Source: an optimization exercise on an open RTL-to-GDS flow (aim: small area). Production flows keep margins and buffers that such runs may drop. Where RTL was checked, it was by simulation tests only, not by an equivalence proof against the original. Power and IR drop assume default switching activity.

==> flow/design.v <==
`timescale 1ns / 1ps
module Edge_Detection_Top #(
    parameter WIDTH   = 8,
    parameter H_RES   = 80,
    parameter V_RES   = 120,
    parameter TH_HIGH = 40,
    parameter TH_LOW  = 20
) (
    input  logic             clk,
    input  logic             rstn,
    input  logic             i_vsync,
    input  logic             i_hsync,
    input  logic             i_de,
    input  logic [WIDTH-1:0] i_r_data,
    input  logic [WIDTH-1:0] i_g_data,
    input  logic [WIDTH-1:0] i_b_data,
    output logic             o_vsync,
    output logic             o_hsync,
    output logic             o_de,
    output logic [WIDTH-1:0] o_data
);
    localparam int SD = 173;             
    localparam int L2 = 2 * H_RES + 2;   
    logic [SD-1:0] vd, hd, sd;
    always_ff @(posedge clk) begin
        vd <= {vd[SD-2:0], i_vsync};
        hd <= {hd[SD-2:0], i_hsync};
        sd <= {sd[SD-2:0], i_de};
    end
    assign o_vsync = vd[SD-1];
    assign o_hsync = hd[SD-1];
    assign o_de    = sd[SD-1];
    wire en_g = sd[0];   
    wire en_s = sd[3];   
    wire en_n = sd[4];   
    logic [7:0] gray;
    logic [15:0] gsum, rr, gg, bb, rb;
    assign rr = 16'(i_r_data);
    assign gg = 16'(i_g_data);
    assign bb = 16'(i_b_data);
    assign rb = rr + bb;
    assign gsum = (rr << 6) + (bb << 4) + (rb << 3) + (rb << 2) + rb
                + (gg << 7) + (gg << 4) + (gg << 2) + (gg << 1);
    always_ff @(posedge clk) gray <= gsum[15:8];
    logic [8*L2-1:0] gc;   
    logic [7:0] g1, g2, g3;   
    logic [11:0] gconv;
    always_comb begin
        gconv = 12'(gc[8*((L2)-1)+:8]) + 12'({gc[8*((L2-1)-1)+:8], 1'b0}) + 12'(gc[8*((L2-2)-1)+:8])
              + 12'({gc[8*((H_RES+2)-1)+:8], 1'b0}) + 12'({gc[8*((H_RES+1)-1)+:8], 2'b0}) + 12'({gc[8*((H_RES)-1)+:8], 1'b0})
              + 12'(gc[8*((2)-1)+:8]) + 12'({gc[8*((1)-1)+:8], 1'b0}) + 12'(gray);
    end
    always_ff @(posedge clk) begin
        if (en_g) begin
            gc <= {gc[8*L2-9:0], gray};
            g1 <= gconv[11:4];
            g2 <= g1;
            g3 <= g2;
        end
    end
    logic [8*L2-1:0] sc;
    always_ff @(posedge clk) if (en_s) sc <= {sc[8*L2-9:0], g3};
    logic signed [9:0] dfd, dhb, dia, dcg;
    logic signed [10:0] ss, tt;
    always_comb begin
        dfd = $signed({2'b0, sc[8*((H_RES)-1)+:8]}) - $signed({2'b0, sc[8*((H_RES+2)-1)+:8]});   
        dhb = $signed({2'b0, sc[8*((1)-1)+:8]}) - $signed({2'b0, sc[8*((L2-1)-1)+:8]});          
        dia = $signed({2'b0, g3}) - $signed({2'b0, sc[8*((L2)-1)+:8]});                          
        dcg = $signed({2'b0, sc[8*((L2-2)-1)+:8]}) - $signed({2'b0, sc[8*((2)-1)+:8]});          
    end
    always_ff @(posedge clk) begin
        ss <= 11'(dia) + 11'(dfd) + 11'(dhb);
        tt <= 11'(dcg) + 11'(dfd) - 11'(dhb);
    end
    logic [9:0] as, at, ma, mb;
    logic s_ge_t;
    logic [11:0] mb3;
    logic [7:0] mag;
    logic [1:0] dir;
    always_comb begin
        as   = ss[10] ? 10'(-ss) : 10'(ss);
        at   = tt[10] ? 10'(-tt) : 10'(tt);
        s_ge_t = as >= at;
        ma   = s_ge_t ? as : at;
        mb   = s_ge_t ? at : as;
        mb3  = 12'(mb) + 12'({mb, 1'b0});
        mag  = (ma[9:8] != 2'b0) ? 8'hFF : ma[7:0];
        if (mb3 > 12'(ma)) dir = (ss[10] == tt[10]) ? 2'd0 : 2'd2;
        else dir = s_ge_t ? 2'd3 : 2'd1;
    end
    localparam int LM = H_RES + 1;
    logic [8*LM-1:0] mc;        
    logic [3:0] older_ok;       
    logic [H_RES-1:0] fl;       
    logic [2*H_RES-1:0] dl;     
    logic res;
    logic [7:0] ctr, nb;
    logic f_new, res_new;
    logic [1:0] dold;
    always_comb begin
        f_new = older_ok[dir] & ((dir != 2'd0) | (mc[8*((1)-1)+:8] >= mag));
        dold = dl[2*H_RES-1 -: 2];
        ctr  = mc[8*((LM)-1)+:8];
        case (dold)
            2'd1:    nb = mc[8*((2)-1)+:8];
            2'd2:    nb = mc[8*((1)-1)+:8];
            2'd3:    nb = mag;
            default: nb = 8'd0;
        endcase
        res_new = fl[H_RES-1] & (ctr >= nb);
    end
    always_ff @(posedge clk) begin
        if (en_n) begin
            mc <= {mc[8*LM-9:0], mag};
            older_ok[0] <= (mag >= TH_HIGH) & (mag >= mc[8*((1)-1)+:8]);
            older_ok[1] <= (mag >= TH_HIGH) & (mag >= mc[8*((H_RES-1)-1)+:8]);
            older_ok[2] <= (mag >= TH_HIGH) & (mag >= mc[8*((H_RES)-1)+:8]);
            older_ok[3] <= (mag >= TH_HIGH) & (mag >= mc[8*((H_RES+1)-1)+:8]);
            fl <= {fl[H_RES-2:0], f_new};
            dl <= {dl[2*H_RES-3:0], dir};
            res <= res_new;
        end
    end
    logic [5:0] od;
    always_ff @(posedge clk) od <= {od[4:0], en_n & res};
    assign o_data = {WIDTH{od[5]}};
endmodule
==> flow/config.mk <==
export PLATFORM = sky130hd
export DESIGN_NAME = Edge_Detection_Top
export DESIGN_NICKNAME = Edge_Detection_Top
export VERILOG_FILES = /design/flow/design.v
export SDC_FILE = /design/flow/constraint.sdc
export NUM_CORES = 4
export LEC_CHECK = 0
export CAP_MARGIN = 10
export CORE_MARGIN = 2
export CORE_UTILIZATION = 60
export PLACE_DENSITY = 0.7
export SLEW_MARGIN = 10
==> flow/constraint.sdc <==
create_clock -name core_clock -period 10.0 [get_ports {clk}]
set_input_delay 2.0000 -clock core_clock [delete_from_list [all_inputs] [get_ports {clk}]]
set_output_delay 2.0000 -clock core_clock [all_outputs]
set_load 0.01 [all_outputs]
standard.sh (not shown) runs the stock make flow with config.mk's settings and CLKGATE_MAP_FILE= SYNTH_SCRIPT=/design/flow/synth_recipe.tcl, a recipe that flattens the netlist after the stock synthesis.
==> flow/flow/run.sh <==
#!/bin/bash
# Standard ORFS layout (the standard.sh, standard synthesis), except for
# the make variables in flow/opts.sh: clock tree synthesis with small clock
# buffers and no dummy balancing loads, and small port buffers.
# Each step's output goes to a log file of its own in this folder.
set -euo pipefail
cd "$(dirname "$0")/.."
source flow/opts.sh
for step in synth floorplan place cts finish; do
  bash standard.sh "${ARGS[@]}" $step > $step.log 2>&1
done
==> flow/flow/opts.sh <==
ARGS=(
  "CTS_ARGS=-sink_clustering_enable -repair_clock_nets -dont_use_dummy_load -buf_list sky130_fd_sc_hd__clkbuf_4 -sink_clustering_size 10 -sink_clustering_max_diameter 40"
  "BUFFER_PORTS_ARGS=-buffer_cell sky130_fd_sc_hd__buf_1"
)
Then changed:
--- a/flow/design.v
+++ b/flow/design.v
@@ -42,17 +42,20 @@
     assign gsum = (rr << 6) + (bb << 4) + (rb << 3) + (rb << 2) + rb
                 + (gg << 7) + (gg << 4) + (gg << 2) + (gg << 1);
     always_ff @(posedge clk) gray <= gsum[15:8];
-    logic [8*L2-1:0] gc;   
+    localparam int GL = 2 * H_RES;
+    logic [8*GL-1:0] gc;      
+    logic [9:0] vnew, va, vb;
+    logic [11:0] gconv;
     logic [7:0] g1, g2, g3;   
-    logic [11:0] gconv;
     always_comb begin
-        gconv = 12'(gc[8*((L2)-1)+:8]) + 12'({gc[8*((L2-1)-1)+:8], 1'b0}) + 12'(gc[8*((L2-2)-1)+:8])
-              + 12'({gc[8*((H_RES+2)-1)+:8], 1'b0}) + 12'({gc[8*((H_RES+1)-1)+:8], 2'b0}) + 12'({gc[8*((H_RES)-1)+:8], 1'b0})
-              + 12'(gc[8*((2)-1)+:8]) + 12'({gc[8*((1)-1)+:8], 1'b0}) + 12'(gray);
+        vnew  = 10'(gc[8*((GL)-1)+:8]) + 10'({gc[8*((H_RES)-1)+:8], 1'b0}) + 10'(gray);
+        gconv = 12'(vb) + 12'({va, 1'b0}) + 12'(vnew);
     end
     always_ff @(posedge clk) begin
         if (en_g) begin
-            gc <= {gc[8*L2-9:0], gray};
+            gc <= {gc[8*GL-9:0], gray};
+            va <= vnew;
+            vb <= va;
             g1 <= gconv[11:4];
             g2 <= g1;
             g3 <= g2;
Outcome: The changed run finished clean. Area after synthesis decreases slightly. Cell area barely changes. Wire length decreases slightly. First-iteration DRC count increases by roughly a tenth. Die area decreases slightly. Via count increases slightly. Clock power increases slightly.
For the first run of this note, only the layout was checked, not whether the RTL still works.

afterwards: timing with drivers on the ports:
The flow's constraints put no driver on any port. The routed layouts listed below were extracted and timed again, unchanged, in two steps.
Step 1: set_driving_cell puts a clkbuf_16 on clk and a buf_2 on each other input, an assumption about the parent block.
Step 2 adds t to the input delays and takes it off the output delays; t is the mean of the earliest and latest rising clock arrival at the registers after step 1. Input paths then give back, and output paths get back, about the clock's delay inside the block.
Three values: ideal ports, drivers, drivers and shift; two values: the first two.
run | t, ns | setup WS [ns] | worst hold slack (ns) | worst slew at a driven data input, ns | pins driven straight from the clock port
the first run | 1.425 | 2.856 / 2.856 / 2.188 | 0.265 / 0.265 / 0.265 | 0.03 | 1
the second run | 1.397 | 2.798 / 2.798 / 2.328 | 0.239 / 0.239 / 0.239 | 0.04 | 1
After both steps setup and hold are still met in every run listed. The setup slack of the first run, which loses most, moves by 0.000 ns with the drivers and by -0.668 ns with both steps.
